Background: an optimization exercise with open tools, aiming at small area. Do not read the settings as production practice. In this exercise RTL edits were held to simulation tests only and were not proved equivalent to the original. Power figures rest on the tool's default switching activity, not on a simulated workload.

==> design.v <==
module combine(led1, led2, led3, led4, led5, led6, l_red, l_blue, sw0, sw1, btn, clk, rst);
    input sw0, sw1;
    input rst;
    input [3:0] btn;
    input clk;
    output [6:0] led1, led2;
    output [6:0] led3, led4;
    output [6:0] led5, led6;
    output l_red, l_blue;
    reg [3:0] e0, e1;       
    reg [3:0] pq;           
    reg sw0_l, sw1_l;       
    reg [4:0] cnt;          
    reg [3:0] cr, cb;       
    reg [2:0] mode;
    reg sw1p;
    reg [4:0] hr;
    reg [5:0] mn, sc;
    reg [3:0] mm;
    reg [5:0] dd;
    reg [4:0] ahr;
    reg [5:0] amin;
    reg [4:0] ch;
    reg [5:0] cm, cs;
    reg cflag, tout;
    wire enb = (cnt == 5'd2);      
    wire any = |pq;
    wire b3 = (pq == 4'b1000);
    wire b2 = (pq == 4'b0100);
    wire b1 = (pq == 4'b0010);
    wire b0 = (pq == 4'b0001);
    wire md0 = (mode == 3'd0), md1 = (mode == 3'd1), md2 = (mode == 3'd2), md3 = (mode == 3'd3);
    wire al = sw0_l & (hr == ahr) & (mn == amin);
    function h23;  input [4:0] h; h23 = h[4] & h[2] & h[1] & h[0]; endfunction
    function m59;  input [5:0] m; m59 = m[5] & m[4] & m[3] & m[1] & m[0]; endfunction
    function [4:0] hinc; input [4:0] h; hinc = h23(h) ? 5'd0 : h + 5'd1; endfunction
    function [4:0] hdec; input [4:0] h; hdec = (h == 5'd0) ? 5'd23 : h - 5'd1; endfunction
    function [5:0] minc; input [5:0] m; minc = m59(m) ? 6'd0 : m + 6'd1; endfunction
    function [5:0] mdec; input [5:0] m; mdec = (m == 6'd0) ? 6'd59 : m - 6'd1; endfunction
    wire tick = enb & ~any;
    wire sc59 = m59(sc), mn59 = m59(mn), mn0 = (mn == 6'd0);
    wire mn_up = (md0 & b1) | (tick & sc59);
    wire mn_dn = md0 & b0;
    wire hr_up = (md0 & (b3 | (b1 & mn59))) | (tick & sc59 & mn59);
    wire hr_dn = md0 & (b2 | (b0 & mn0));
    wire [5:0] n_sc = tick ? minc(sc) : sc;
    wire [5:0] n_mn = mn_up ? minc(mn) : mn_dn ? mdec(mn) : mn;
    wire [4:0] n_hr = hr_up ? hinc(hr) : hr_dn ? hdec(hr) : hr;
    wire mm0    = (mm == 4'd0);
    wire mm2    = ~mm[3] & ~mm[2] & mm[1] & ~mm[0];
    wire mm12   = mm[3] & mm[2];
    wire mm_le1 = ~mm[3] & ~mm[2] & ~mm[1];
    wire is31   = mm[3] ^ mm[0];                           
    wire is30   = ~(mm[3] ^ mm[0]) & (mm[3] | mm[2]);      
    wire dd_le1 = (dd <= 6'd1);
    wire eom = (is31 & (dd >= 6'd31)) | (mm2 & (dd >= 6'd28)) | (is30 & (dd >= 6'd30));
    wire som = is30 | (dd_le1 & ~mm0);                     
    wire midnight = h23(hr) & mn59 & sc59;
    wire day_up = md1 & (b1 | (~any & midnight));
    wire day_dn = md1 & b0;
    wire mm_up = (md1 & b3) | (day_up & eom);
    wire mm_dn = (md1 & b2) | (day_dn & som);
    wire [3:0] mm_inc = mm12 ? 4'd1 : mm + 4'd1;
    wire [3:0] mm_dec = mm_le1 ? 4'd12 : mm - 4'd1;
    wire [3:0] n_mm = mm_up ? mm_inc : mm_dn ? mm_dec : (md1 & mm0) ? 4'd1 : mm;
    reg [5:0] n_dd;
    always @* begin
        n_dd = dd;
        if (day_up) n_dd = eom ? 6'd1 : dd + 6'd1;
        else if (day_dn) begin
            if (is30) n_dd = 6'd30;
            else if (dd_le1 & mm2) n_dd = 6'd28;
            else if (dd_le1 & ~mm0) n_dd = 6'd31;
            else n_dd = dd - 6'd1;
        end else if (md1 & mm0) n_dd = 6'd1;
    end
    wire [4:0] n_ahr = (md2 & b3) ? hinc(ahr) : (md2 & b2) ? hdec(ahr) : ahr;
    wire [5:0] n_amin = (md2 & b1) ? minc(amin) : (md2 & b0) ? mdec(amin) : amin;
    wire cz_s = (cs == 6'd0), cz_m = (cm == 6'd0), cz_h = (ch == 5'd0);
    wire dn = enb & cflag & ~(cz_s & cz_m & cz_h);
    wire [5:0] n_cs = dn ? (cz_s ? 6'd59 : cs - 6'd1) : (md3 & b1) ? minc(cs) : cs;
    wire [5:0] n_cm = (dn & cz_s) ? (cz_m ? 6'd59 : cm - 6'd1) : (md3 & b2) ? minc(cm) : cm;
    wire [4:0] n_ch = (dn & cz_s & cz_m) ? ch - 5'd1 : (md3 & b3) ? hinc(ch) : ch;
    wire n_cflag = cflag ^ (md3 & b0);
    wire n_tout = enb ? (cflag & (tout | (cz_s & cz_m & cz_h))) : tout;
    wire [2:0] n_mode = (sw1_l != sw1p) ? ((mode >= 3'd5) ? 3'd0 : mode + 3'd1) : mode;
    always @(posedge clk) begin
        if (rst) begin
            e0 <= 4'd0; e1 <= 4'd0; pq <= 4'd0;
            sw0_l <= 1'b0; sw1_l <= 1'b0;
            cnt <= 5'd0;
            cr <= 4'd0; cb <= 4'd0;
            mode <= 3'd0; sw1p <= 1'b0;
            hr <= 5'd0; mn <= 6'd0; sc <= 6'd0;
            mm <= 4'd0; dd <= 6'd0;
            ahr <= 5'd0; amin <= 6'd0;
            ch <= 5'd0; cm <= 6'd0; cs <= 6'd0; cflag <= 1'b0; tout <= 1'b0;
        end else begin
            e0 <= btn; e1 <= e0; pq <= e0 & ~e1;
            sw0_l <= sw0; sw1_l <= sw1;
            cnt <= (cnt >= 5'd19) ? 5'd0 : cnt + 5'd1;
            if (al) cr <= (cr >= 4'd11) ? 4'd0 : cr + 4'd1;
            if (n_tout) cb <= (cb >= 4'd11) ? 4'd0 : cb + 4'd1;
            mode <= n_mode; sw1p <= sw1_l;
            hr <= n_hr; mn <= n_mn; sc <= n_sc;
            mm <= n_mm; dd <= n_dd;
            ahr <= n_ahr; amin <= n_amin;
            ch <= n_ch; cm <= n_cm; cs <= n_cs; cflag <= n_cflag; tout <= n_tout;
        end
    end
    assign l_red  = (cr != 4'd0) && (cr <= 4'd6);
    assign l_blue = (cb != 4'd0) && (cb <= 4'd6);
    reg [5:0] v1, v2, v3;
    always @* begin
        case (mode)
            3'd0: begin v1 = {1'b0, hr}; v2 = mn; v3 = sc; end
            3'd1: begin v1 = {2'b0, mm}; v2 = dd; v3 = cs; end
            3'd2: begin v1 = {1'b0, ahr}; v2 = amin; v3 = cs; end
            default: begin v1 = {1'b0, ch}; v2 = cm; v3 = cs; end
        endcase
    end
    wire [3:0] t1 = v1 / 6'd10, u1 = v1 % 6'd10;
    wire [3:0] t2 = v2 / 6'd10, u2 = v2 % 6'd10;
    wire [3:0] t3 = v3 / 6'd10, u3 = v3 % 6'd10;
    reg [3:0] d1, d2, d3, d4, d5, d6;
    always @* begin
        d1 = t1; d2 = u1; d3 = t2; d4 = u2; d5 = t3; d6 = u3;
        case (mode)
            3'd1: begin d5 = 4'd2; d6 = 4'd4; end
            3'd2: begin d5 = 4'd2; d6 = 4'd2; end
            3'd4: begin d1 = 4'd4; d2 = 4'd4; d3 = 4'd4; d4 = 4'd4; d5 = 4'd4; d6 = 4'd4; end
            3'd5: begin d1 = 4'd8; d2 = 4'd8; d3 = 4'd8; d4 = 4'd8; d5 = 4'd8; d6 = 4'd8; end
            default: ;
        endcase
    end
    function [6:0] seg;
        input [3:0] d;
        case (d)
            4'd0: seg = 7'b0000001;
            4'd1: seg = 7'b1001111;
            4'd2: seg = 7'b0010010;
            4'd3: seg = 7'b0000110;
            4'd4: seg = 7'b1001100;
            4'd5: seg = 7'b0100100;
            4'd6: seg = 7'b0100000;
            4'd7: seg = 7'b0001111;
            4'd8: seg = 7'b0000000;
            4'd9: seg = 7'b0000100;
            default: seg = 7'b0000000;
        endcase
    endfunction
    assign led1 = seg(d1);
    assign led2 = seg(d2);
    assign led3 = seg(d3);
    assign led4 = seg(d4);
    assign led5 = seg(d5);
    assign led6 = seg(d6);
endmodule
==> flow/run.sh <==
#!/bin/bash
# Own layout flow: the standard layout (standard.sh), except that
# * synthesis maps the logic with an area-oriented ABC script (area.abc) and
#   without the platform's half/full adder cells. Synthesis is otherwise
#   the standard flow's own script (synth_recipe.tcl: synth -nofsm -noshare, flatten,
#   renames), so the registers keep the standard synthesis's names and cells;
# * every port still gets its buffer, but a small one (buf_1);
# * clock tree synthesis builds the tree from clkbuf_8 cells, without dummy loads.
set -euo pipefail
W=$PWD
F=$W/flow
export AREA_ABC_SCRIPT=$F/area.abc
make -C "$FLOW_HOME" DESIGN_CONFIG="$W/config.mk" WORK_HOME="$W/orfs" CLKGATE_MAP_FILE= \
  SYNTH_SCRIPT="$F/synth.tcl" ADDER_MAP_FILE= synth > "$W/synth.log" 2>&1
bash "$W/standard.sh" ADDER_MAP_FILE= \
  "BUFFER_PORTS_ARGS=-buffer_cell sky130_fd_sc_hd__buf_1" \
  "CTS_ARGS=-sink_clustering_enable -repair_clock_nets -dont_use_dummy_load -buf_list sky130_fd_sc_hd__clkbuf_8" \
  > "$W/layout.log" 2>&1
==> flow/area.abc <==
strash
&get -n
&fraig -x
&put
dc2
strash
&get -n
&dch -f
&nf -R 1000
&put
topo
==> flow/synth.tcl <==
# synth_recipe.tcl with the final ABC mapping run on the script in $AREA_ABC_SCRIPT
proc synth {args} { yosys synth -nofsm -noshare {*}$args }
proc abc {args} {
  set i [lsearch -exact $args -script]
  if { $i >= 0 && [info exists ::env(AREA_ABC_SCRIPT)] } {
    set f [open $::env(AREA_ABC_SCRIPT) r]
    set s [string trim [read $f]]
    close $f
    lset args [expr { $i + 1 }] "+[join [split $s "\n"] ";"]"
  }
  yosys abc {*}$args
}
source $::env(SCRIPTS_DIR)/synth.tcl
# left out here: clear keep_hierarchy, flatten, clean up, hide names made inside functions, write 1_2_yosys.v
==> standard.sh <==
#!/bin/bash
# synth_recipe.tcl (not shown) runs the flow's synth.tcl, then flattens the netlist and writes it again
# the make line also repeats each setting of config.mk as NAME=value (left out here)
make -C /OpenROAD-flow-scripts/flow DESIGN_CONFIG=/design/flow/config.mk WORK_HOME=/design/flow/orfs CLKGATE_MAP_FILE= SYNTH_SCRIPT=/design/flow/synth_recipe.tcl "${@:-finish}"
==> config.mk <==
export PLATFORM = sky130hd
export DESIGN_NAME = combine
export DESIGN_NICKNAME = combine
export VERILOG_FILES = /design/flow/design.v
export SDC_FILE = /design/flow/constraint.sdc
export NUM_CORES = 4
export LEC_CHECK = 0
export CAP_MARGIN = 20
export CORE_MARGIN = 2
export CORE_UTILIZATION = 40
export SLEW_MARGIN = 20
==> constraint.sdc <==
create_clock -name core_clock -period 8.0 [get_ports {clk}]
set_input_delay 1.6000 -clock core_clock [delete_from_list [all_inputs] [get_ports {clk}]]
set_output_delay 1.6000 -clock core_clock [all_outputs]
set_load 0.01 [all_outputs]
==> summary.txt, run 1 <==
Setup path
  • Setup crit start: mode[0]
  • Reg2reg start: pq[1]
  • Worst Path Max Fanout: 9
  • Worst Path Required: 6.40 ns
  • Crit path DAT: 5.33 ns
  • CP Launch Type: flop
  • CP Class: flop to primary output
  • Flop-to-flop setup slack: 4.81 ns
  • CP endpoint kind: primary output

Timing
  • Final worst slack: 1.07 ns
  • Worst Tran Pin Value: 0.917 ns
  • Max frequency: 144 MHz
  • RSZ-0062 raised after global routing: no
  • Setup Viol. Count Final: 0
  • Clk_skew: 0.0413 ns
  • Hold Violations, Final: 0
  • Relative slew margins: 0.382
  • Setup_tns: 0 ns
  • Fin crit period: 6.93 ns
  • Hold Slack: 0.387 ns
  • Tcrit/Tclk final: 0.866
  • Final slew viol count: 0

Yosys
  • Synth Cell Area: 5680 um^2
  • Ys Warns: 1
  • Post-synth top cells: nor2_1 (121), nand2_1 (102), a21oi_1 (89)
  • Synthesized instance count: 800
  • Post-synthesis register bit count: 88
  • Ranking of synthesized cells by area: dfxtp_1 (31%), nor2_1 (8.0%), a21oi_1 (7.8%)
  • Sequential fraction of the synthesis area: 0.310
  • Ys flop type: dfxtp_1
  • Post-synth top area cell: dfxtp_1
  • Synth Area per Inst: 7.10 um^2
  • Top cell type's share of synthesized area: 0.310
  • Synthesized Nets: 808
  • Yosys cell types: 49
  • Post-synth EDFFs: 0
  • Count leader, synth: nor2_1
  • Post-synth ARST share: 0

Clock network
  • CTS buffer count: 9
  • Post-CTS sizing: 0
  • CTS max path bufs: 2
  • Clock Sinks: 88
  • Worst-path clk slew: 0.10 ns
  • CTS root buf: clkbuf_8
  • Clk latency of the worst-skew pair: 0.39 ns
  • Post-CTS setup buffer count: 0
  • TritonCTS clock tree: yes
  • H-tree depth: 3
  • # hold bufs at CTS: 0

Final layout
  • Fin cells: 1,042
  • Fin nets: 872
  • Fillers: 1,456
  • Area grow syn2layout: 9.87%
  • Share of cells above drive strength 1: 0.0162
  • Number of diodes: 0

Detailed routing
  • Detailed Route WL: 15,500 um
  • Total number of vias: 5,936
  • DRC errors left: 0
  • Final antenna-violating net count: 0
  • Pre-Repair DR Iteration Count: 5
  • Drt first-iter violations: 526
  • Vias per cell: 5.70
  • Avg WL per Cell: 14.8 um

Place
  • Post-Place Worst Slack: 1.54 ns
  • Placed cell count: 1,033
  • # port buffers: 50
  • DP HPWL: 11,200 um
  • GP Congestion: 0.904

Global route
  • First-pass GRT wire length: 24,900 um
  • GR Overflow Total: 0
  • Vias in the first global route: 5,074
  • Total global-route track usage: 0.207
  • Initial antenna violation count: 0
  • Largest net degree at the start of global routing: 78

Power
  • Max VDD drop: 0.0000942 V
  • Power per cell area: 161 nW/um^2
  • Leak pwr: 2.27 nW

Floorplanning
  • Core area: 13,900 um^2
  • IO Count: 52
  • Number of core rows: 43
  • Initial core utilization: 0.409
  • Die height: 123 um
  • Die W: 123 um
  • Die Area: 15,200 um^2

Hold path
  • Hold path startpoint: e1[0]
  • Worst Hold Class: flop to flop

Job
  • Max-cap violations: 0

Outcome
  • Status: timing/DRC/antenna clean
[metal layers]
layer | GRT usage | up-vias | part of all wire
met3 | 0.0309 | 19 | 0.055
met1 | 0.291 | 2697 | 0.50
met4 | 0.0803 | 0 | 0.019
met2 | 0.318 | 165 | 0.43
li1 | - | 3055 | -
met5 | 0 | - | 0
[critical path, cell delays in order, from the launching register on]
cell and delay (ns):
dfxtp_1 0.43, nor2b_1 0.57, nor2b_1 0.63, nand2_1 0.11, a21oi_1 0.27, or2_0 0.20
nand2_1 0.09, nor2_1 0.18, clkinv_1 0.08, a31oi_1 0.40, xor2_1 0.17, and2_0 0.21
o21ai_0 0.37, a21oi_1 0.12, o21ai_0 0.49, a21oi_1 0.10, or2_0 0.27, a21oi_1 0.12
buf_1 0.16
[where the power goes]
group	total, mW	switching (mW)	internal, mW
Sequential	0.488	0.0313	0.457
Combinational	0.267	0.168	0.0987
Clock	0.248	0.147	0.101
[placed cells by master, fill, tap and decap left out, types with 5 or more instances in the layout]
| cell | synthesis | layout |
|---|---|---|
| a21oi_1 | 89 | 89 |
| and2_0 | 16 | 16 |
| nor3b_1 | 5 | 5 |
| o21a_1 | 9 | 9 |
| or2_0 | 11 | 11 |
| buf_1 | 0 | 49 |
| clkinv_1 | 17 | 17 |
| a221oi_1 | 6 | 6 |
| clkbuf_8 | 0 | 9 |
| or3_1 | 5 | 5 |
| nor2_1 | 121 | 121 |
| mux2i_1 | 9 | 9 |
| dfxtp_1 | 88 | 88 |
| nand2b_1 | 13 | 13 |
| xor2_1 | 17 | 17 |
| nor4_1 | 10 | 10 |
| o21ai_0 | 61 | 61 |
| a21o_1 | 5 | 5 |
| a311oi_1 | 6 | 6 |
| nor3_1 | 33 | 33 |
| nor2b_1 | 27 | 27 |
| nand2_1 | 102 | 102 |
| a211oi_1 | 13 | 13 |
| a22oi_1 | 9 | 9 |
| nand3_1 | 17 | 17 |
| o31ai_1 | 5 | 5 |
| and3_1 | 16 | 16 |
| a222oi_1 | 7 | 7 |
| xnor2_1 | 20 | 20 |
| a31oi_1 | 17 | 17 |
[worst paths after layout]
path / endpoint / cells past startpoint
worst max-delay path: led4[0] / 18
worst min-delay path: pq[0] / 1
worst max register to register: mm[0] / 10
worst min register to register: pq[0] / 1
[cell families (layout without fill, tap and decap cells)]
family | after synthesis | in the layout | synth area share
and+or+nand+nor | 391 | 391 | 0.326
AOI/OAI and AO/OA | 256 | 256 | 0.277
DFF | 88 | 88 | 0.310
xor gates and xnor gates | 37 | 37 | 0.0571
buffers and inverters | 18 | 80 | 0.0126
muxes | 9 | 9 | 0.0159
other | 1 | 1 | 0.000661
[final cells by class]
class,instances,area (um^2),area share
well taps,180,225,0.0361
multi-input cells,694,3840,0.616
clock buffers,9,124,0.0199
repair buffers,54,219,0.0351
inverters,17,63.8,0.0102
flip-flops and latches,88,1760,0.282
[sequential cells by signal, indices dropped and copies added, names as in the netlist, 5 cells and up]
register / cells
cnt: 5
sc: 6
cs: 6
mn: 6
cm: 6
ahr: 5
hr: 5
dd: 6
amin: 6
ch: 5
[stage by stage]
stage	instance area [um^2]	utilization	total power, mW
finish	6240	0.449	1.00
global route	6240	0.449	1.07
floorplan	5680	-	0.681
global placement	6110	0.440	0.763
CTS	6240	0.449	1.02
detailed placement	6110	0.440	0.763
==> inputs of run 2 (changes only) <==
--- a/flow/run.sh
+++ b/flow/run.sh
@@ -7,3 +7,3 @@
 # * every port still gets its buffer, but a small one (buf_1);
-# * clock tree synthesis builds the tree from clkbuf_8 cells, without dummy loads.
+# * clock tree synthesis builds the tree from clkbuf_4 cells, without dummy loads.
 set -euo pipefail
@@ -16,3 +16,3 @@
   "BUFFER_PORTS_ARGS=-buffer_cell sky130_fd_sc_hd__buf_1" \
-  "CTS_ARGS=-sink_clustering_enable -repair_clock_nets -dont_use_dummy_load -buf_list sky130_fd_sc_hd__clkbuf_8" \
+  "CTS_ARGS=-sink_clustering_enable -repair_clock_nets -dont_use_dummy_load -buf_list {sky130_fd_sc_hd__clkbuf_4 sky130_fd_sc_hd__clkbuf_8}" \
   > "$W/layout.log" 2>&1
==> run 2 against run 1 <==
- largest power group unchanged
- highest routed layer unchanged
- power did not move
- largest cell class unchanged
- wire length unchanged
- combinational power about the same
- still clean on timing, DRC and antenna
- clock-buffer cell count stayed put
- global-route usage did not move
==> summary.txt, run 2 <==
Setup path
  • Flop-to-flop setup slack: 4.81 ns (about the same)
  • Worst Path Required: 6.40 ns (about the same)
  • CP peak stage delay: 0.63 ns (about the same)
  • CP Class: flop to primary output
  • Worst Reg-to-Reg Cells: 10 (unchanged)
  • Top cell by count, worst path: a21oi_1
  • Slowest CP cell: nor2b_1
  • Crit path DAT: 5.33 ns (about the same)
  • CP cell instances: nor2b_1 > nor2b_1 > nand2_1 > a21oi_1 > or2_0 > nand2_1 > nor2_1 > clkinv_1 > a31oi_1 > xor2_1 > and2_0 > o21ai_0 > a21oi_1 > o21ai_0 > a21oi_1 > or2_0 > a21oi_1 > buf_1
  • R2R Path End: mm[0]
  • Worst Path Max Fanout: 9 (unchanged)
  • Reg2reg start: pq[1]
  • CP Launch Type: flop
  • CP endpoint kind: primary output

Clock network
  • Post-CTS sizing: 0 (unchanged)
  • Clock Sinks: 88 (unchanged)
  • H-tree depth: 3 (unchanged)
  • CTS root buf: clkbuf_8
  • # hold bufs at CTS: 0 (unchanged)
  • TritonCTS clock tree: yes
  • CTS buffer count: 9 (unchanged)
  • Post-CTS setup buffer count: 0 (unchanged)
  • Worst-path clk slew: 0.10 ns (about the same)
  • CTS max path bufs: 2 (unchanged)
  • Clk latency of the worst-skew pair: 0.39 ns (about the same)

Yosys
  • Synth Cell Area: 5680 um^2 (unchanged)
  • Synth Area per Inst: 7.10 um^2 (unchanged)
  • Ys Warns: 1 (unchanged)
  • Post-synth EDFFs: 0 (unchanged)
  • Compound-Gate Fraction of Synth Area: 0.277 (unchanged)
  • Top cell type's share of synthesized area: 0.310 (unchanged)
  • Synth Area in XOR/XNOR: 0.0571 (unchanged)
  • Yosys cell types: 49 (unchanged)
  • Post-synthesis adder-cell area fraction: 0 (unchanged)
  • Count leader, synth: nor2_1
  • Sequential fraction of the synthesis area: 0.310 (unchanged)
  • Post-synth ARST share: 0 (unchanged)
  • Main combinational cell family by area after synthesis: simple AND/OR/NAND/NOR gates
  • Post-synthesis register bit count: 88 (unchanged)
  • Mux share of post-synthesis cell area: 0.0159 (unchanged)
  • Ys flop type: dfxtp_1
  • Synth Area in Simple Gates: 0.326 (unchanged)
  • Synthesized Nets: 808 (unchanged)
  • Ranking of synthesized cells by area: dfxtp_1 (31%), nor2_1 (8.0%), a21oi_1 (7.8%)
  • Post-synth top cells: nor2_1 (121), nand2_1 (102), a21oi_1 (89)
  • Post-synth top area cell: dfxtp_1
  • Synthesized instance count: 800 (unchanged)

Global route
  • Initial antenna violation count: 0 (unchanged)
  • Vias in the first global route: 5,074 (unchanged)
  • Total global-route track usage: 0.207 (unchanged)
  • First-pass GRT wire length: 24,900 um (unchanged)
  • Largest net degree at the start of global routing: 78 (unchanged)
  • GR Overflow Total: 0 (unchanged)

Detailed routing
  • DRC errors left: 0 (unchanged)
  • Pre-Repair DR Iteration Count: 5 (unchanged)
  • Avg WL per Cell: 14.8 um (unchanged)
  • Detailed Route WL: 15,500 um (unchanged)
  • Final antenna-violating net count: 0 (unchanged)
  • Total number of vias: 5,936 (unchanged)
  • Drt first-iter violations: 526 (unchanged)
  • Vias per cell: 5.70 (unchanged)

Hold path
  • Hold path startpoint: e1[0]
  • Worst hold stages: 1 (unchanged)
  • Min-Delay Endpoint: pq[0]
  • Worst Hold Class: flop to flop

Timing
  • Fin crit period: 6.93 ns (unchanged)
  • Relative slew margins: 0.382 (unchanged)
  • Hold Violations, Final: 0 (unchanged)
  • Final slew viol count: 0 (unchanged)
  • Tcrit/Tclk final: 0.866 (unchanged)
  • Setup Viol. Count Final: 0 (unchanged)
  • Max frequency: 144 MHz (unchanged)
  • Setup_tns: 0 ns (unchanged)
  • Worst Tran Pin Value: 0.917 ns (unchanged)
  • Hold Slack: 0.387 ns (unchanged)
  • Clk_skew: 0.0413 ns (unchanged)
  • RSZ-0062 raised after global routing: no

Job
  • Max-cap violations: 0 (unchanged)

Power
  • Leak pwr: 2.27 nW (unchanged)
  • Power per cell area: 161 nW/um^2 (unchanged)
  • Max VDD drop: 0.0000942 V (unchanged)

Final layout
  • Fillers: 1,456 (unchanged)
  • Final instance area: 6240 um^2 (unchanged)
  • Most frequent cells in the layout: nor2_1 (121), nand2_1 (102), a21oi_1 (89), dfxtp_1 (88), o21ai_0 (61)
  • Commonest non-fill, non-tap cell in the layout: nor2_1
  • Share of cells above drive strength 1: 0.0162 (unchanged)
  • Number of diodes: 0 (unchanged)
  • Fin nets: 872 (unchanged)
  • Area grow syn2layout: 9.87% (unchanged)

Floorplanning
  • Core area: 13,900 um^2 (unchanged)
  • Initial core utilization: 0.409 (unchanged)
  • Die W: 123 um (unchanged)
  • Number of core rows: 43 (unchanged)
  • Die height: 123 um (unchanged)
  • IO Count: 52 (unchanged)
  • Die Area: 15,200 um^2 (unchanged)

Place
  • GP Congestion: 0.904 (unchanged)
  • DP HPWL: 11,200 um (unchanged)
  • Placed Area: 6110 um^2 (unchanged)
  • # port buffers: 50 (unchanged)

Outcome
  • Status: timing/DRC/antenna clean
[run 2: kinds of logic (layout without fill, tap and decap cells)]
kind of cell           after synthesis  in the layout
AO/OA/AOI/OAI                      256            256
buffers and inverters               18             80
multiplexers                         9              9
AND/OR/NAND/NOR                    391            391
flip-flops                          88             88
other                                1              1
XOR/XNOR                            37             37
[run 2: worst max-delay path: cells and delay by family (launching register included)]
kind / cells / cell delay [ns]
AOI/OAI and AO/OA: 7 / 1.87
xor gates and xnor gates: 1 / 0.17
buffers and inverters: 2 / 0.24
DFF: 1 / 0.43
and+or+nand+nor: 8 / 2.26
[run 2: through the flow]
step / setup slack, ns / util / power, mW / instances
after global routing: 0.361 / 0.449 / 1.07 / 1042
after global placement: 1.75 / 0.440 / 0.763 / 1033
after CTS: 1.13 / 0.449 / 1.02 / 1042
after detailed placement: 1.54 / 0.440 / 0.763 / 1033
after floorplan: 2.18 / - / 0.681 / 800
final: 1.07 / 0.449 / 1.00 / 1042
[run 2: power breakdown]
part           switching (mW)  total, mW  internal, mW
clock network           0.147      0.248         0.101
registers              0.0313      0.488         0.457
logic                   0.168      0.267        0.0987
total                   0.346       1.00         0.656
[run 2: worst max-delay path by stage]
| stage | start | to | depth (start not counted) |
|---|---|---|---|
| after floorplan | mode[1] | led4[0] | 16 |
| after global placement | mode[0] | led4[0] | 19 |
| after detailed placement | mode[0] | led4[0] | 18 |
| after CTS | mode[0] | led4[0] | 19 |
| after global routing | mode[0] | led4[0] | 18 |
| final | mode[0] | led4[0] | 18 |
[run 2: layout make-up]
cell class                      count  area [um^2]  share of cell area
Clock buffer                        9          124              0.0199
Inverter                           17         63.8              0.0102
Multi-Input combinational cell    694         3840               0.616
Sequential cell                    88         1760               0.282
Tap cell                          180          225              0.0361
Timing Repair Buffer               54          219              0.0351
[run 2: metal layers]
| metal | part of all wire | track usage | vias to the layer above |
|---|---|---|---|
| li1 | - | - | 3055 |
| met1 | 0.50 | 0.291 | 2697 |
| met2 | 0.43 | 0.318 | 165 |
| met3 | 0.055 | 0.0309 | 19 |
| met4 | 0.019 | 0.0803 | 0 |
| met5 | 0 | 0 | - |
==> inputs of run 3 (changes only) <==
==> flow/run.sh (replaced) <==
#!/bin/bash
# Own layout flow: the standard layout (standard.sh), except that synthesis
# maps the logic with an area-oriented ABC script (area.abc) and without the
# platform's half/full adder cells. Synthesis is otherwise the standard flow's own script
# (synth_recipe.tcl: synth -nofsm -noshare, flatten, renames), so the registers
# keep the standard synthesis's names and cells.
set -euo pipefail
W=$PWD
F=$W/flow
export AREA_ABC_SCRIPT=$F/area.abc
make -C "$FLOW_HOME" DESIGN_CONFIG="$W/config.mk" WORK_HOME="$W/orfs" CLKGATE_MAP_FILE= \
  SYNTH_SCRIPT="$F/synth.tcl" ADDER_MAP_FILE= synth > "$W/synth.log" 2>&1
bash "$W/standard.sh" ADDER_MAP_FILE= > "$W/layout.log" 2>&1
==> run 3 against run 2 <==
- still clean on timing, DRC and antenna
- cell count is 0.58% higher
- maximum frequency is 6.5% lower
- combinational power is 21% higher
- critical path type unchanged
- largest power group unchanged
==> summary.txt, run 3 <==
Timing
  • Hold Slack: 0.382 ns (-0.00469 ns)
  • Hold Violations, Final: 0 (unchanged)
  • Setup Viol. Count Final: 0 (unchanged)
  • Final slew viol count: 0 (unchanged)
  • Fin crit period: 7.42 ns (+0.483 ns)
  • Clk_skew: 0.00914 ns (-0.0321 ns)
  • Worst Tran Pin Value: 0.960 ns (+0.0426 ns)
  • Setup_tns: 0 ns (unchanged)
  • RSZ-0062 raised after global routing: no
  • Max frequency: 135 MHz (-6.5%)
  • Relative slew margins: 0.354 (-0.0287)
  • Tcrit/Tclk final: 0.927 (+0.0604)

Yosys
  • Count leader, synth: nor2_1
  • Post-synth EDFFs: 0 (unchanged)
  • Synth Cell Area: 5680 um^2 (unchanged)
  • Post-synthesis adder-cell area fraction: 0 (unchanged)
  • Main combinational cell family by area after synthesis: simple AND/OR/NAND/NOR gates
  • Synth Area in Simple Gates: 0.326 (unchanged)
  • Ranking of synthesized cells by area: dfxtp_1 (31%), nor2_1 (8.0%), a21oi_1 (7.8%)
  • Post-synth top area cell: dfxtp_1
  • Ys Warns: 1 (unchanged)
  • Post-synth top cells: nor2_1 (121), nand2_1 (102), a21oi_1 (89)
  • Synthesized Nets: 808 (unchanged)
  • Synthesized instance count: 800 (unchanged)
  • Ys flop type: dfxtp_1
  • Compound-Gate Fraction of Synth Area: 0.277 (unchanged)
  • Top cell type's share of synthesized area: 0.310 (unchanged)
  • Mux share of post-synthesis cell area: 0.0159 (unchanged)
  • Yosys cell types: 49 (unchanged)
  • Synth Area per Inst: 7.10 um^2 (unchanged)
  • Post-synthesis register bit count: 88 (unchanged)
  • Synth Area in XOR/XNOR: 0.0571 (unchanged)
  • Sequential fraction of the synthesis area: 0.310 (unchanged)
  • Post-synth ARST share: 0 (unchanged)

Place
  • DP HPWL: 12,000 um (+6.5%)
  • # port buffers: 50 (unchanged)
  • Placed Area: 6420 um^2 (+5.0%)
  • GP Congestion: 0.911 (+0.81%)

Final layout
  • Number of diodes: 0 (unchanged)
  • Area occupied by multi-input gates: 3850 um^2 (+0.16%)
  • Commonest non-fill, non-tap cell in the layout: nor2_1
  • Register area: 1760 um^2 (unchanged)
  • Util after Layout: 0.484 (+0.0347)
  • Fillers: 1,368 (-6.0%)
  • Area grow syn2layout: 18.4%
  • Final instance area: 6720 um^2 (+7.7%)
  • Fin nets: 871 (-0.11%)
  • Most frequent cells in the layout: nor2_1 (121), nand2_1 (102), a21oi_1 (89), dfxtp_1 (88), o21ai_0 (61)
  • Share of cells above drive strength 1: 0.0242 (+0.00795)

Floorplanning
  • Die height: 123 um (unchanged)
  • Core area: 13,900 um^2 (unchanged)
  • IO Count: 52 (unchanged)
  • Number of core rows: 43 (unchanged)
  • Die Area: 15,200 um^2 (unchanged)
  • Initial core utilization: 0.409 (unchanged)
  • Die W: 123 um (unchanged)

Global route
  • Largest net degree at the start of global routing: 78 (unchanged)
  • GR Overflow Total: 0 (unchanged)
  • Vias in the first global route: 5,433 (+7.1%)
  • First-pass GRT wire length: 26,500 um (+6.5%)
  • Initial antenna violation count: 0 (unchanged)
  • Total global-route track usage: 0.218 (+0.0117)

Setup path
  • CP Launch Type: flop
  • Worst Path Max Fanout: 9 (unchanged)
  • Worst Path Required: 6.40 ns (about the same)
  • Crit path DAT: 5.82 ns (+0.49 ns)
  • CP Class: flop to primary output
  • CP endpoint kind: primary output

Power
  • Clock share of power: 0.343 (+0.096)
  • Comb pwr share: 0.261 (-0.005)
  • Psw: 0.408 mW (+18%)
  • Power Internal: 0.828 mW (+26%)
  • Net Sw Frac: 0.330 (-0.0154)
  • Power per cell area: 184 nW/um^2 (+14%)
  • Share of total power in sequential cells: 0.395 (-0.092)
  • Max VDD drop: 0.000170 V (+81%)
  • Leak pwr: 2.47 nW (+8.7%)

Clock network
  • CTS buffer count: 9 (unchanged)
  • Clock Sinks: 88 (unchanged)
  • Post-CTS setup buffer count: 0 (unchanged)
  • Worst-path clk slew: 0.07 ns (-0.03 ns)
  • Clk latency of the worst-skew pair: 0.35 ns (-0.04 ns)
  • CTS root buf: clkbuf_16
  • # hold bufs at CTS: 0 (unchanged)
  • CTS max path bufs: 2 (unchanged)
  • TritonCTS clock tree: yes
  • Post-CTS sizing: 0 (unchanged)
  • H-tree depth: 3 (unchanged)

Outcome
  • Status: timing/DRC/antenna clean

Detailed routing
  • Avg WL per Cell: 15.5 um (+4.5%)
  • Drt first-iter violations: 687 (+31%)
  • Total number of vias: 6,133 (+3.3%)
  • Pre-Repair DR Iteration Count: 8 (+3)
  • DRC errors left: 0 (unchanged)
  • Detailed Route WL: 16,300 um (+5.1%)
  • Vias per cell: 5.85 (+2.7%)
  • Final antenna-violating net count: 0 (unchanged)

Job
  • Max-cap violations: 0 (unchanged)

Hold path
  • Worst Hold Class: flop to flop
run 3: cell types whose count changed in the layout (fill, tap and decap cells not counted), sizes merged:
cell,change
clkinv,+3
buf,-49
clkdlybuf4s50,+49
clkinvlp,+1
clkbuf,-1
inv,+3
run 3: critical path, cell delays in order (launching register included):
cell and delay [ns]:
dfxtp_1 0.44, nor2b_1 0.55, nor2b_1 0.69, a222oi_1 0.20, a21boi_0 0.21, o21bai_1 0.26
or2_0 0.25, nand2_1 0.10, nor2_1 0.07, clkinv_1 0.05, a31oi_1 0.17, xor2_1 0.21
and2_0 0.21, o21ai_0 0.37, a21oi_1 0.12, o21ai_0 0.52, a21oi_1 0.10, or2_0 0.27
a21oi_1 0.12, clkdlybuf4s50_1 0.55
run 3: layout make-up:
cell class | count | area share
Multi-Input combinational cell | 694 | 0.573
Clock inverter | 7 | 0.0112
Tap cell | 180 | 0.0335
Sequential cell | 88 | 0.262
Clock buffer | 9 | 0.0335
Inverter | 17 | 0.00950
Timing Repair Buffer | 53 | 0.0771
run 3: cells by family (layout without fill, tap and decap cells):
| group | count (synthesis) | after routing |
|---|---|---|
| simple gates | 391 | 391 |
| xor+xnor | 37 | 37 |
| flops | 88 | 88 |
| buf+inv | 18 | 86 |
| mux | 9 | 9 |
| other cells | 1 | 1 |
| compound gates | 256 | 256 |
run 3: routing by layer:
metal,up-vias,track usage,part of all wire
met2,210,0.350,0.44
li1,3084,-,-
met5,-,0,0
met4,0,0.0639,0.020
met1,2815,0.295,0.48
met3,24,0.0475,0.067
run 3: through the flow:
| stage | power, mW | setup slack, ns | instances |
|---|---|---|---|
| 3_3_place_gp | 0.811 | 1.40 | 1032 |
| 5_1_grt | 1.30 | 0.0490 | 1048 |
| 4_1_cts | 1.25 | 0.679 | 1048 |
| 2_1_floorplan | 0.681 | 2.18 | 800 |
| 6_report | 1.24 | 0.585 | 1048 |
| 3_5_place_dp | 0.819 | 1.12 | 1032 |
run 3: worst paths after layout:
check	from	slack, ns	end	depth (start not counted)
setup reg to reg	pq[1]	4.79	mm[0]	10
hold reg to reg	e1[2]	0.38	pq[2]	1
hold / removal	e1[2]	0.38	pq[2]	1
setup / recovery	mode[0]	0.58	led4[0]	19
run 3: power by group through the flow:
stage               clock network [mW]  registers (mW)  logic (mW)
finish                           0.424           0.489       0.323
global placement                     0           0.497       0.315
global route                     0.454           0.492       0.359
detailed placement                   0           0.497       0.321
floorplan                            0           0.488       0.193
CTS                              0.436           0.487       0.322
==> inputs of run 4 (changes only) <==
--- a/design.v
+++ b/design.v
@@ -46,4 +46,8 @@
     wire [5:0] n_sc = tick ? minc(sc) : sc;
-    wire [5:0] n_mn = mn_up ? minc(mn) : mn_dn ? mdec(mn) : mn;
-    wire [4:0] n_hr = hr_up ? hinc(hr) : hr_dn ? hdec(hr) : hr;
+    wire [4:0] hx = (any & md2) ? ahr : (any & md3) ? ch : hr;
+    wire [5:0] mx = (any & md2) ? amin : (any & md3 & b2) ? cm : (any & md3) ? cs : mn;
+    wire [4:0] h_inc = hinc(hx), h_dec = hdec(hx);
+    wire [5:0] m_inc = minc(mx), m_dec = mdec(mx);
+    wire [5:0] n_mn = mn_up ? m_inc : mn_dn ? m_dec : mn;
+    wire [4:0] n_hr = hr_up ? h_inc : hr_dn ? h_dec : hr;
     wire mm0    = (mm == 4'd0);
@@ -76,9 +80,9 @@
     end
-    wire [4:0] n_ahr = (md2 & b3) ? hinc(ahr) : (md2 & b2) ? hdec(ahr) : ahr;
-    wire [5:0] n_amin = (md2 & b1) ? minc(amin) : (md2 & b0) ? mdec(amin) : amin;
+    wire [4:0] n_ahr = (md2 & b3) ? h_inc : (md2 & b2) ? h_dec : ahr;
+    wire [5:0] n_amin = (md2 & b1) ? m_inc : (md2 & b0) ? m_dec : amin;
     wire cz_s = (cs == 6'd0), cz_m = (cm == 6'd0), cz_h = (ch == 5'd0);
     wire dn = enb & cflag & ~(cz_s & cz_m & cz_h);
-    wire [5:0] n_cs = dn ? (cz_s ? 6'd59 : cs - 6'd1) : (md3 & b1) ? minc(cs) : cs;
-    wire [5:0] n_cm = (dn & cz_s) ? (cz_m ? 6'd59 : cm - 6'd1) : (md3 & b2) ? minc(cm) : cm;
-    wire [4:0] n_ch = (dn & cz_s & cz_m) ? ch - 5'd1 : (md3 & b3) ? hinc(ch) : ch;
+    wire [5:0] n_cs = dn ? (cz_s ? 6'd59 : cs - 6'd1) : (md3 & b1) ? m_inc : cs;
+    wire [5:0] n_cm = (dn & cz_s) ? (cz_m ? 6'd59 : cm - 6'd1) : (md3 & b2) ? m_inc : cm;
+    wire [4:0] n_ch = (dn & cz_s & cz_m) ? ch - 5'd1 : (md3 & b3) ? h_inc : ch;
     wire n_cflag = cflag ^ (md3 & b0);
==> flow/run.sh (replaced) <==
#!/bin/bash
# Own layout flow: the standard layout (standard.sh), except that
# * synthesis maps the logic with an area-oriented ABC script (area.abc) and
#   without the platform's half/full adder cells. Synthesis is otherwise
#   the standard flow's own script (synth_recipe.tcl: synth -nofsm -noshare, flatten,
#   renames), so the registers keep the standard synthesis's names and cells;
# * every port still gets its buffer, but a small one (buf_1);
# * clock tree synthesis builds the tree from clkbuf_8 cells, without dummy loads.
set -euo pipefail
W=$PWD
F=$W/flow
export AREA_ABC_SCRIPT=$F/area.abc
make -C "$FLOW_HOME" DESIGN_CONFIG="$W/config.mk" WORK_HOME="$W/orfs" CLKGATE_MAP_FILE= \
  SYNTH_SCRIPT="$F/synth.tcl" ADDER_MAP_FILE= synth > "$W/synth.log" 2>&1
bash "$W/standard.sh" ADDER_MAP_FILE= \
  "BUFFER_PORTS_ARGS=-buffer_cell sky130_fd_sc_hd__buf_1" \
  "CTS_ARGS=-sink_clustering_enable -repair_clock_nets -dont_use_dummy_load -buf_list sky130_fd_sc_hd__clkbuf_8" \
  > "$W/layout.log" 2>&1
==> run 4 against run 3 <==
- via count shrank 2.0%
- worst hold slack gained 0.0022 ns
- worst setup slack better by 1.2 ns
- die area is 1.4% lower
- sequential power decreased by 1%
- clock-buffer cell count did not move
- cell count is 1.0% lower
- clock skew is 0.019 ns higher
- sequential share of layout area rose by 2.3 points
- largest power group unchanged
==> summary.txt, run 4 <==
Setup path
  • CP cell instances: nor3b_2 > buf_4 > nor2_1 > nand2_1 > nand2_1 > clkinv_1 > nand3_1 > o21ai_0 > o211ai_1 > nand2_1 > xor2_1 > nor2_1 > or2_0 > a21oi_1 > xor2_1 > a21boi_0 > a21o_1 > nand2_1 > a21oi_1 > buf_1
  • Worst Reg-to-Reg Cells: 13 (+3)
  • R2R Path End: mn[4]
  • CP Launch Type: flop
  • CP Class: flop to primary output
  • Worst Path Max Fanout: 17 (+8)
  • CP peak stage delay: 0.60 ns (-0.09 ns)
  • Reg2reg start: mode[0]
  • Top cell by count, worst path: nand2_1
  • Crit path DAT: 4.64 ns (-1.18 ns)
  • Worst Path Required: 6.40 ns (about the same)
  • Flop-to-flop setup slack: 3.62 ns (-1.17 ns)
  • CP endpoint kind: primary output
  • Slowest CP cell: dfxtp_1

Power
  • Power per cell area: 166 nW/um^2 (-9.6%)
  • Max VDD drop: 0.0000928 V (-46%)
  • Leak pwr: 2.23 nW (-9.6%)

Timing
  • Final slew viol count: 0 (unchanged)
  • Setup Viol. Count Final: 0 (unchanged)
  • Clk_skew: 0.0281 ns (+0.0190 ns)
  • Final worst slack: 1.76 ns (+1.18 ns)
  • RSZ-0062 raised after global routing: no
  • Setup_tns: 0 ns (unchanged)
  • Worst Tran Pin Value: 0.888 ns (-0.0718 ns)
  • Relative slew margins: 0.408 (+0.0546)
  • Max frequency: 160 MHz (+19%)
  • Fin crit period: 6.24 ns (-1.18 ns)
  • Hold Violations, Final: 0 (unchanged)
  • Tcrit/Tclk final: 0.779 (-0.147)

Hold path
  • Worst hold stages: 1 (unchanged)
  • Hold path startpoint: e1[1]
  • Worst Hold Class: flop to flop
  • Min-Delay Endpoint: pq[1]

Global route
  • Vias in the first global route: 5,060 (-6.9%)
  • Met3 Use GR: 0.0362 (-0.0113)
  • Met2 Use GR: 0.339 (-0.0107)
  • Largest net degree at the start of global routing: 78 (unchanged)
  • Grt peak-use layer: met2
  • Total global-route track usage: 0.222 (+0.00391)
  • GR Overflow Total: 0 (unchanged)
  • Initial antenna violation count: 0 (unchanged)
  • GRT met1 Usage: 0.314 (+0.0192)
  • First-pass GRT wire length: 26,300 um (-0.70%)

Yosys
  • Ys flop type: dfxtp_1
  • Ranking of synthesized cells by area: dfxtp_1 (31%), nor2_1 (8.9%), nand2_1 (7.9%)
  • Sequential fraction of the synthesis area: 0.315 (+0.00451)
  • Post-synth top area cell: dfxtp_1
  • Post-synth EDFFs: 0 (unchanged)
  • Compound-Gate Fraction of Synth Area: 0.277 (-0.000439)
  • Synth Cell Area: 5600 um^2 (-1.4%)
  • Synthesized Nets: 801 (-0.87%)
  • Top cell type's share of synthesized area: 0.315 (+0.00451)
  • Main combinational cell family by area after synthesis: simple AND/OR/NAND/NOR gates
  • Mux share of post-synthesis cell area: 0.0163 (+0.000454)
  • Synthesized instance count: 793 (-0.88%)
  • Post-synth top cells: nor2_1 (133), nand2_1 (118), dfxtp_1 (88)
  • Synth Area in Simple Gates: 0.326 (about the same)
  • Post-synth ARST share: 0 (unchanged)
  • Synth Area per Inst: 7.06 um^2 (-0.56%)
  • Ys Warns: 1 (unchanged)
  • Post-synthesis adder-cell area fraction: 0 (unchanged)
  • Post-synthesis register bit count: 88 (unchanged)
  • Yosys cell types: 52 (+6.1%)
  • Synth Area in XOR/XNOR: 0.0501 (-0.00700)
  • Count leader, synth: nor2_1

Clock network
  • TritonCTS clock tree: yes
  • Clock Sinks: 88 (unchanged)
  • Clk latency of the worst-skew pair: 0.37 ns (+0.02 ns)
  • CTS buffer count: 9 (unchanged)
  • H-tree depth: 3 (unchanged)
  • Post-CTS sizing: 0 (unchanged)
  • Worst-path clk slew: 0.09 ns (+0.02 ns)
  • CTS max path bufs: 2 (unchanged)
  • # hold bufs at CTS: 0 (unchanged)
  • Post-CTS setup buffer count: 0 (unchanged)
  • CTS root buf: clkbuf_8

Final layout
  • Fillers: 1,486 (+8.6%)
  • Most frequent cells in the layout: nor2_1 (133), nand2_1 (118), dfxtp_1 (88), a21oi_1 (75), o21ai_0 (53)
  • Area occupied by multi-input gates: 3760 um^2 (-2.4%)
  • Number of diodes: 0 (unchanged)
  • Area grow syn2layout: 10.4%
  • Fin nets: 867 (-0.46%)
  • Register area: 1760 um^2 (unchanged)
  • Commonest non-fill, non-tap cell in the layout: nor2_1
  • Final instance area: 6180 um^2 (-8.1%)
  • Share of cells above drive strength 1: 0.0198 (-0.00436)

Floorplanning
  • Initial core utilization: 0.406 (-0.00271)
  • Die Area: 15,000 um^2 (-1.4%)
  • IO Count: 52 (unchanged)
  • Die W: 122 um (-0.70%)
  • Core area: 13,800 um^2 (-0.78%)
  • Number of core rows: 43 (unchanged)
  • Die height: 122 um (-0.70%)

Place
  • # port buffers: 50 (unchanged)
  • Post-Place Worst Slack: 2.30 ns (+1.19 ns)
  • GP Congestion: 0.950 (+4.3%)
  • DP HPWL: 12,100 um (+1.1%)
  • Placed Area: 6050 um^2 (-5.7%)

Detailed routing
  • Drt first-iter violations: 571 (-17%)
  • Avg WL per Cell: 15.8 um (+2.1%)
  • Pre-Repair DR Iteration Count: 6 (-2)
  • Final antenna-violating net count: 0 (unchanged)
  • Total number of vias: 6,013 (-2.0%)
  • DRC errors left: 0 (unchanged)
  • Detailed Route WL: 16,400 um (+0.99%)
  • Vias per cell: 5.80 (-0.92%)

Job
  • Max-cap violations: 0 (unchanged)

Outcome
  • Status: timing/DRC/antenna clean
[run 4: worst max-delay path by stage]
stage                       start       to  cells past startpoint
after detailed placement  mode[1]  led4[0]                     20
after floorplan           mode[0]  led4[3]                     17
final                     mode[1]  led4[0]                     20
after global routing      mode[1]  led6[6]                     17
after CTS                 mode[1]  led4[0]                     20
after global placement    mode[1]  led4[0]                     20
[run 4: routing by layer]
layer | wire (um) | vias to the layer above
met5 | 0 | -
met4 | 313 | 0
met3 | 1220 | 26
met2 | 7140 | 235
met1 | 7740 | 2718
li1 | - | 3034
[run 4: stage by stage]
stage / instances / power, mW / hold slack (ns) / util
final: 1037 / 1.03 / 0.384 / 0.448
after global routing: 1037 / 1.09 / 0.396 / 0.448
after CTS: 1037 / 1.03 / 0.386 / 0.448
after detailed placement: 1028 / 0.786 / 0.375 / 0.439
after global placement: 1028 / 0.787 / 0.370 / 0.439
after floorplan: 793 / 0.694 / 0.367 / -
[run 4: logic make-up (layout without fill, tap and decap cells)]
logic type                Yosys count  in the layout
muxes                               9              9
buffers and inverters              21             85
xor gates and xnor gates           32             32
AOI/OAI and AO/OA                 241            241
DFF                                88             88
other                               1              1
and+or+nand+nor                   401            401
[run 4: critical path, delay by kind of cell (launching register included)]
kind,cells,cell delay [ns]
xor+xnor,2,0.32
flops,1,0.60
buf+inv,3,0.45
compound gates,6,1.35
simple gates,9,1.53
[run 4: area by class of cell]
type                    instances  share of cell area
multi-input cells             684               0.608
flip-flops and latches         88               0.285
repair buffers                 56              0.0379
well taps                     180              0.0365
clock buffers                   9              0.0201
inverters                      20              0.0122
[run 4: power by group]
group          leakage [nW]  internal (mW)  switching (mW)
Combinational          1.45          0.105           0.193
Clock                0.0647          0.101           0.145
Sequential            0.715          0.456          0.0277
==> inputs of run 5 (changes only) <==
--- a/flow/run.sh
+++ b/flow/run.sh
@@ -2,3 +2,4 @@
 # Own layout flow: the standard layout (standard.sh), except that
-# * synthesis maps the logic with an area-oriented ABC script (area.abc) and
+# * synthesis maps the logic with an area-oriented ABC script (area.abc: a
+#   5-minute &deepsyn AIG optimisation, then &nf area mapping) and
 #   without the platform's half/full adder cells. Synthesis is otherwise
==> flow/area.abc (replaced) <==
strash
&get -n
&fraig -x
&deepsyn -T 300
&put
strash
&get -n
&dch -f
&nf -R 1000
&put
topo
==> run 5 against run 4 <==
- die area down 5.8%
- non-clock buffer count down 1
- register-to-register slack better by 0.49 ns
- first-iteration DRC count down 34%
- critical path depth down 4
- clock skew down 0.0084 ns
- design area down 5.8%
- synthesized cell count down 11%
- utilization up 0.89 points
- still clean on timing, DRC and antenna
- via count down 9.0%
==> summary.txt, run 5 <==
Detailed routing
  • Vias per cell: 5.81 (+0.14%)
  • DRC errors left: 0 (unchanged)
  • Total number of vias: 5,470 (-9.0%)
  • Detailed Route WL: 16,000 um (-2.4%)
  • Avg WL per Cell: 17.0 um (+7.4%)
  • Drt first-iter violations: 378 (-34%)
  • Pre-Repair DR Iteration Count: 5 (-1)
  • Final antenna-violating net count: 0 (unchanged)

Hold path
  • Worst hold stages: 1 (unchanged)
  • Worst Hold Class: flop to flop

Power
  • Power Total: 0.955 mW (-7.0%)
  • Max VDD drop: 0.000121 V (+31%)
  • Leak pwr: 2.13 nW (-4.2%)
  • Power per cell area: 164 nW/um^2 (-1.3%)

Global route
  • Total global-route track usage: 0.231 (+0.00851)
  • Initial antenna violation count: 0 (unchanged)
  • First-pass GRT wire length: 26,000 um (-0.95%)
  • Largest net degree at the start of global routing: 34 (-56%)
  • Vias in the first global route: 5,159 (+2.0%)
  • GR Overflow Total: 0 (unchanged)

Timing
  • Max frequency: 154 MHz (-4.0%)
  • Fin crit period: 6.50 ns (+0.261 ns)
  • RSZ-0062 raised after global routing: no
  • Relative slew margins: 0.347 (-0.0608)
  • Hold Violations, Final: 0 (unchanged)
  • Clk_skew: 0.0198 ns (-0.00837 ns)
  • Final slew viol count: 0 (unchanged)
  • Hold Slack: 0.384 ns (+0.000286 ns)
  • Setup Viol. Count Final: 0 (unchanged)
  • Tcrit/Tclk final: 0.812 (+0.0327)
  • Worst Tran Pin Value: 0.966 ns (+0.0785 ns)
  • Final worst slack: 1.50 ns (-0.261 ns)
  • Setup_tns: 0 ns (unchanged)

Setup path
  • CP endpoint kind: primary output
  • CP Class: flop to primary output
  • Worst Path Required: 6.40 ns (about the same)
  • Crit path DAT: 4.90 ns (+0.26 ns)
  • CP Launch Type: flop
  • Worst Reg-to-Reg Cells: 13 (unchanged)
  • Worst Path Max Fanout: 21 (+4)

Clock network
  • Post-CTS setup buffer count: 0 (unchanged)
  • CTS max path bufs: 2 (unchanged)
  • # hold bufs at CTS: 0 (unchanged)
  • Clock Sinks: 88 (unchanged)
  • CTS root buf: clkbuf_8
  • TritonCTS clock tree: yes
  • CTS buffer count: 9 (unchanged)
  • Post-CTS sizing: 0 (unchanged)
  • Clk latency of the worst-skew pair: 0.38 ns (about the same)
  • H-tree depth: 3 (unchanged)
  • Worst-path clk slew: 0.09 ns (about the same)

Yosys
  • Synthesized Nets: 715 (-11%)
  • Post-synth ARST share: 0 (unchanged)
  • Sequential fraction of the synthesis area: 0.335 (+0.0201)
  • Synthesized instance count: 707 (-11%)
  • Top cell type's share of synthesized area: 0.335 (+0.0201)
  • Ys Warns: 1 (unchanged)
  • Synth Cell Area: 5260 um^2 (-6.0%)
  • Post-synth EDFFs: 0 (unchanged)
  • Yosys cell types: 54 (+3.8%)
  • Ranking of synthesized cells by area: dfxtp_1 (33%), nor2_1 (6.5%), a21oi_1 (5.7%)
  • Synth Area per Inst: 7.44 um^2 (+5.4%)
  • Post-synthesis register bit count: 88 (unchanged)
  • Post-synth top cells: nor2_1 (91), dfxtp_1 (88), nand2_1 (77)
  • Count leader, synth: nor2_1
  • Ys flop type: dfxtp_1
  • Post-synth top area cell: dfxtp_1

Place
  • # port buffers: 50 (unchanged)
  • Post-Place Worst Slack: 1.96 ns (-0.338 ns)
  • Placed cell count: 933 (-9.2%)
  • Placed Area: 5690 um^2 (-5.9%)
  • DP HPWL: 12,200 um (+1.1%)
  • GP Congestion: 0.936 (-1.4%)

Final layout
  • Commonest non-fill, non-tap cell in the layout: nor2_1
  • Number of diodes: 0 (unchanged)
  • Fin nets: 780 (-10%)
  • Area grow syn2layout: 10.6%
  • Fin cells: 942 (-9.2%)
  • Share of cells above drive strength 1: 0.0195 (-0.000356)
  • Util after Layout: 0.457 (+0.00892)
  • Final instance area: 5820 um^2 (-5.8%)
  • Most frequent cells in the layout: nor2_1 (91), dfxtp_1 (88), nand2_1 (77), a21oi_1 (60), buf_1 (49)

Outcome
  • Status: timing/DRC/antenna clean

Floorplanning
  • Die W: 119 um (-2.9%)
  • Initial core utilization: 0.413 (+0.00720)
  • Die height: 119 um (-2.9%)
  • Die Area: 14,100 um^2 (-5.8%)
  • Core area: 12,700 um^2 (-7.6%)
  • Number of core rows: 41 (-4.7%)
  • IO Count: 52 (unchanged)

Job
  • Max-cap violations: 0 (unchanged)
run 5: final cells by class:
class	count	area, um^2
Clock buffer	9	124
Fill cell	1358	6900
Inverter	23	86.3
Multi-Input combinational cell	595	3400
Sequential cell	88	1760
Tap cell	172	215
Timing Repair Buffer	55	226
run 5: report_power, final:
| part | internal (mW) | total [mW] | switching [mW] |
|---|---|---|---|
| logic | 0.0844 | 0.230 | 0.146 |
| registers | 0.453 | 0.479 | 0.0260 |
| clock network | 0.101 | 0.247 | 0.146 |
run 5: logic make-up (layout without fill, tap and decap cells):
logic type             count (synthesis)  after routing  synth area share
flip-flops                            88             88             0.335
other                                  1              1          0.000713
AO/OA/AOI/OAI                        216            216             0.260
multiplexers                          12             12            0.0238
buffers and inverters                 24             87            0.0178
XOR/XNOR                              35             35            0.0583
AND/OR/NAND/NOR                      331            331             0.305
run 5: worst max-delay path, stage by stage, from the launching register on:
cell	delay, ns
dfxtp_1	0.83
clkinv_1	0.47
nor2_1	0.74
a22oi_1	0.14
nand2_1	0.17
a21oi_1	0.11
nor2_1	0.22
and2_0	0.34
nor3_1	0.10
a21oi_1	0.12
o21ai_0	0.16
nand2b_1	0.19
nand3_1	0.13
o21ai_0	0.16
and2_0	0.24
o31ai_1	0.22
buf_1	0.17
run 5: final timing paths:
check | startpoint | end | slack (ns)
setup / recovery | mode[1] | led4[1] | 1.50
hold / removal | e1[1] | pq[1] | 0.38
setup reg to reg | cnt[2] | ch[1] | 4.11
hold reg to reg | e1[1] | pq[1] | 0.38
run 5: metal layers:
metal / track usage / wire length [um]
met1: 0.298 / 7070
met2: 0.378 / 7480
met3: 0.0483 / 1070
met5: 0 / 0
met4: 0.0871 / 399
==> inputs of run 6 (changes only) <==
--- a/design.v
+++ b/design.v
@@ -9,7 +9,12 @@
     output l_red, l_blue;
-    reg [3:0] e0, e1;       
-    reg [3:0] pq;           
+    reg [3:0] e0;
+    reg [2:0] pc, pq;
+    wire [3:0] pn = btn & ~e0;
+    wire pn_one = (pn == 4'b0001) | (pn == 4'b0010) | (pn == 4'b0100) | (pn == 4'b1000);
+    wire [1:0] pn_idx = {pn[3] | pn[2], pn[3] | pn[1]};
+    wire [2:0] pn_code = pn_one ? {1'b1, pn_idx} : {2'b00, |pn};
     reg sw0_l, sw1_l;       
     reg [4:0] cnt;          
-    reg [3:0] cr, cb;       
+    reg rph, bph;
+    reg [2:0] rj, bj;
     reg [2:0] mode;
@@ -26,7 +31,7 @@
     wire enb = (cnt == 5'd2);      
-    wire any = |pq;
-    wire b3 = (pq == 4'b1000);
-    wire b2 = (pq == 4'b0100);
-    wire b1 = (pq == 4'b0010);
-    wire b0 = (pq == 4'b0001);
+    wire any = pq[2] | pq[0];
+    wire b3 = pq[2] & pq[1] & pq[0];
+    wire b2 = pq[2] & pq[1] & ~pq[0];
+    wire b1 = pq[2] & ~pq[1] & pq[0];
+    wire b0 = pq[2] & ~pq[1] & ~pq[0];
     wire md0 = (mode == 3'd0), md1 = (mode == 3'd1), md2 = (mode == 3'd2), md3 = (mode == 3'd3);
@@ -92,6 +97,6 @@
         if (rst) begin
-            e0 <= 4'd0; e1 <= 4'd0; pq <= 4'd0;
+            e0 <= 4'd0; pc <= 3'd0; pq <= 3'd0;
             sw0_l <= 1'b0; sw1_l <= 1'b0;
             cnt <= 5'd0;
-            cr <= 4'd0; cb <= 4'd0;
+            rph <= 1'b0; rj <= 3'd0; bph <= 1'b0; bj <= 3'd0;
             mode <= 3'd0; sw1p <= 1'b0;
@@ -102,7 +107,13 @@
         end else begin
-            e0 <= btn; e1 <= e0; pq <= e0 & ~e1;
+            e0 <= btn; pc <= pn_code; pq <= pc;
             sw0_l <= sw0; sw1_l <= sw1;
             cnt <= (cnt >= 5'd19) ? 5'd0 : cnt + 5'd1;
-            if (al) cr <= (cr >= 4'd11) ? 4'd0 : cr + 4'd1;
-            if (n_tout) cb <= (cb >= 4'd11) ? 4'd0 : cb + 4'd1;
+            if (al) begin
+                rj <= (rj == 3'd5) ? 3'd0 : rj + 3'd1;
+                rph <= rph ^ (rj == 3'd0);
+            end
+            if (n_tout) begin
+                bj <= (bj == 3'd5) ? 3'd0 : bj + 3'd1;
+                bph <= bph ^ (bj == 3'd0);
+            end
             mode <= n_mode; sw1p <= sw1_l;
@@ -114,4 +125,4 @@
     end
-    assign l_red  = (cr != 4'd0) && (cr <= 4'd6);
-    assign l_blue = (cb != 4'd0) && (cb <= 4'd6);
+    assign l_red  = rph;
+    assign l_blue = bph;
     reg [5:0] v1, v2, v3;
--- a/flow/run.sh
+++ b/flow/run.sh
@@ -2,4 +2,5 @@
 # Own layout flow: the standard layout (standard.sh), except that
-# * synthesis maps the logic with an area-oriented ABC script (area.abc: a
-#   5-minute &deepsyn AIG optimisation, then &nf area mapping) and
+# * synthesis maps the logic with an area-oriented ABC script (area.abc:
+#   three rounds of a 200-second &deepsyn AIG optimisation, each followed
+#   by &nf area mapping) and
 #   without the platform's half/full adder cells. Synthesis is otherwise
@@ -17,3 +18,3 @@
   "BUFFER_PORTS_ARGS=-buffer_cell sky130_fd_sc_hd__buf_1" \
-  "CTS_ARGS=-sink_clustering_enable -repair_clock_nets -dont_use_dummy_load -buf_list sky130_fd_sc_hd__clkbuf_8" \
+  "CTS_ARGS=-sink_clustering_enable -repair_clock_nets -dont_use_dummy_load -sink_clustering_size 25 -buf_list sky130_fd_sc_hd__clkbuf_8" \
   > "$W/layout.log" 2>&1
==> flow/area.abc (replaced) <==
strash
&get -n
&fraig -x
&put
dc2
strash
&get -n
&dch -f
&nf -R 1000
&put
topo
==> run 6 against run 5 <==
- critical path type unchanged
- via count increased by 12%
- sequential cell count decreased by 2
- synthesized area is 7.9% higher
- clock-buffer cell count is the same
- largest power group unchanged
- still clean
- critical path depth up 2
- first-iteration DRC count grew 82%
==> summary.txt, run 6 <==
Yosys
  • Ranking of synthesized cells by area: dfxtp_1 (30%), nor2_1 (9.5%), a21oi_1 (8.6%)
  • Ys flop type: dfxtp_1
  • Synthesized Nets: 822 (+15%)
  • Sequential fraction of the synthesis area: 0.303 (-0.0317)
  • Ys Warns: 1 (unchanged)
  • Post-synthesis register bit count: 86 (-2.3%)
  • Post-synth EDFFs: 0 (unchanged)
  • Post-synth top area cell: dfxtp_1
  • Synth Cell Area: 5680 um^2 (+7.9%)
  • Count leader, synth: nor2_1
  • Post-synth ARST share: 0 (unchanged)
  • Synthesized instance count: 814 (+15%)
  • Top cell type's share of synthesized area: 0.303 (-0.0317)
  • Yosys cell types: 52 (-3.7%)
  • Synth Area per Inst: 6.98 um^2 (-6.2%)
  • Post-synth top cells: nor2_1 (144), a21oi_1 (97), nand2_1 (91)

Power
  • Max VDD drop: 0.0000621 V (-49%)
  • Power per cell area: 154 nW/um^2 (-6.1%)
  • Power Total: 0.964 mW (+0.91%)
  • Leak pwr: 2.26 nW (+5.8%)

Final layout
  • Number of diodes: 0 (unchanged)
  • Fin cells: 1,057 (+12%)
  • Share of cells above drive strength 1: 0.0182 (-0.00124)
  • Most frequent cells in the layout: nor2_1 (144), a21oi_1 (97), nand2_1 (91), dfxtp_1 (86), o21ai_0 (58)
  • Commonest non-fill, non-tap cell in the layout: nor2_1
  • Area grow syn2layout: 10.1%
  • Util after Layout: 0.450 (-0.00698)
  • Final instance area: 6250 um^2 (+7.4%)
  • Fin nets: 887 (+14%)

Timing
  • Hold Slack: 0.445 ns (+0.0606 ns)
  • Relative slew margins: 0.305 (-0.0426)
  • Hold Violations, Final: 0 (unchanged)
  • Setup Viol. Count Final: 0 (unchanged)
  • Tcrit/Tclk final: 0.874 (+0.0621)
  • Max frequency: 143 MHz (-7.1%)
  • Fin crit period: 6.99 ns (+0.497 ns)
  • RSZ-0062 raised after global routing: no
  • Clk_skew: 0.0258 ns (+0.00602 ns)
  • Final worst slack: 1.01 ns (-0.497 ns)
  • Setup_tns: 0 ns (unchanged)
  • Worst Tran Pin Value: 1.03 ns (+0.0671 ns)
  • Final slew viol count: 0 (unchanged)

Detailed routing
  • Drt first-iter violations: 689 (+82%)
  • DRC errors left: 0 (unchanged)
  • Detailed Route WL: 17,200 um (+7.3%)
  • Final antenna-violating net count: 0 (unchanged)
  • Avg WL per Cell: 16.3 um (-4.3%)
  • Total number of vias: 6,110 (+12%)
  • Pre-Repair DR Iteration Count: 7 (+2)
  • Vias per cell: 5.78 (-0.45%)

Global route
  • Vias in the first global route: 5,139 (-0.39%)
  • Initial antenna violation count: 1 (+1)
  • Largest net degree at the start of global routing: 79 (+130%)
  • First-pass GRT wire length: 27,000 um (+3.8%)
  • Total global-route track usage: 0.229 (-0.00204)
  • GR Overflow Total: 0 (unchanged)

Setup path
  • CP Class: flop to primary output
  • Worst Path Max Fanout: 16 (-24%)
  • Crit path DAT: 5.39 ns (+0.49 ns)
  • Worst Path Required: 6.40 ns (about the same)
  • CP Launch Type: flop
  • CP endpoint kind: primary output

Outcome
  • Status: timing/DRC/antenna clean

Clock network
  • TritonCTS clock tree: yes
  • CTS max path bufs: 2 (unchanged)
  • Post-CTS sizing: 0 (unchanged)
  • H-tree depth: 3 (unchanged)
  • # hold bufs at CTS: 0 (unchanged)
  • Clock Sinks: 86 (-2.3%)
  • CTS buffer count: 9 (unchanged)
  • Clk latency of the worst-skew pair: 0.38 ns (about the same)
  • CTS root buf: clkbuf_8
  • Post-CTS setup buffer count: 0 (unchanged)
  • Worst-path clk slew: 0.10 ns (about the same)

Hold path
  • Worst Hold Class: flop to flop

Place
  • GP Congestion: 0.902 (-3.7%)
  • Placed Area: 6130 um^2 (+7.6%)
  • DP HPWL: 12,600 um (+3.1%)
  • Post-Place Worst Slack: 1.51 ns (-0.457 ns)
  • Placed cell count: 1,048 (+12%)
  • # port buffers: 50 (unchanged)

Floorplanning
  • Die W: 123 um (+3.8%)
  • Initial core utilization: 0.409 (-0.00440)
  • Number of core rows: 43 (+4.9%)
  • IO Count: 52 (unchanged)
  • Die Area: 15,200 um^2 (+7.7%)
  • Die height: 123 um (+3.8%)
  • Core area: 13,900 um^2 (+9.1%)

Job
  • Max-cap violations: 0 (unchanged)
## run 6: cell types whose count changed in the layout (fill, tap and decap cells not counted), sizes merged, moves of 5 or more
cell	previous run	this run
nor2	91	144
a21oi	60	97
nand2	77	91
o21ai	46	58
o22ai	20	11
o21a	14	6
xor2	11	19
a222oi	1	8
and3	7	13
a2111oi	0	5
a22o	6	1
o31ai	9	4
or2	10	5
## run 6: cell type report
class                   count  area, um^2
flip-flops and latches     86        1720
multi-input cells         704        3870
well taps                 180         225
fillers                  1462        7630
inverters                  23        86.3
repair buffers             55         226
clock buffers               9         124
## run 6: cell families after synthesis
| logic type | after synthesis | share of synthesized area |
|---|---|---|
| other cells | 1 | 0.000660 |
| xor+xnor | 40 | 0.0617 |
| flops | 86 | 0.303 |
| mux | 8 | 0.0141 |
| simple gates | 398 | 0.325 |
| compound gates | 257 | 0.279 |
| buf+inv | 24 | 0.0165 |
## run 6: layer usage
layer,share of wire,GRT usage,up-vias
li1,-,-,3107
met1,0.47,0.319,2737
met2,0.43,0.341,238
met3,0.075,0.0521,26
met4,0.021,0.0895,2
met5,0.00070,0,-
## run 6: final timing paths
kind | slack, ns | cells after the start | from | end
worst max-delay path | 1.01 | 18 | mode[0] | led4[0]
worst min register to register | 0.45 | 1 | pc[0] | pq[0]
worst max register to register | 3.95 | 14 | mode[0] | amin[4]
worst min-delay path | 0.45 | 1 | pc[0] | pq[0]
## run 6: critical path: stages (launching register included)
cell and delay [ns]:
dfxtp_1 0.59, nor2b_1 0.44, nor2b_1 0.54, a222oi_1 0.21, o21ai_0 0.22, o21ai_0 0.24, o21ai_0 0.25, nor2b_1 0.09
o21bai_1 0.38, xor2_1 0.17, and2_0 0.19, o21ai_0 0.45, nand2_1 0.13, xor2_1 0.16, o21ai_0 0.43, a21o_1 0.16
nand2_1 0.07, a21oi_1 0.12, buf_1 0.17
## run 6: where the power goes
group / internal [mW] / switching [mW] / total (mW)
combinational: 0.0857 / 0.159 / 0.245
clock: 0.101 / 0.151 / 0.252
sequential: 0.444 / 0.0240 / 0.468

-- afterwards: timing with drivers on the ports --
In the flow no input, the clock included, has a driving cell. The finished layouts below were timed again as built, in two steps. Step 1 sets driving cells, clkbuf_16 on the clock port and buf_2 on the other inputs (assumed; they add their load-dependent delay and slew). Step 2 moves the port delays by t, midway between the first and last clock arrival at a register: inputs arrive t later, outputs are due t later. That takes back most of the time a late clock gives input paths. Three values: ideal ports, drivers, drivers and shift; two values: the first two.
| run | t (ns) | setup slack, ns | worst hold slack (ns) | slew at the worst register clock pin (ns) | cell pins on the clock port's net |
|---|---|---|---|---|---|
| run 1 | 0.403 | 1.068 / 1.032 / 1.435 | 0.387 / 0.387 / 0.387 | 0.10 / 0.10 | 1 |
| run 2 | 0.403 | 1.068 / 1.032 / 1.435 | 0.387 / 0.387 / 0.387 | 0.10 / 0.10 | 1 |
| run 3 | 0.388 | 0.585 / 0.546 / 0.934 | 0.382 / 0.382 / 0.382 | 0.07 / 0.07 | 1 |
| run 4 | 0.394 | 1.764 / 1.729 / 2.123 | 0.384 / 0.384 / 0.384 | 0.09 / 0.09 | 1 |
| run 5 | 0.407 | 1.503 / 1.469 / 1.876 | 0.384 / 0.384 / 0.384 | 0.09 / 0.09 | 1 |
| run 6 | 0.407 | 1.007 / 0.971 / 1.378 | 0.445 / 0.445 / 0.445 | 0.10 / 0.10 | 1 |
After both steps every run listed still meets setup and hold.
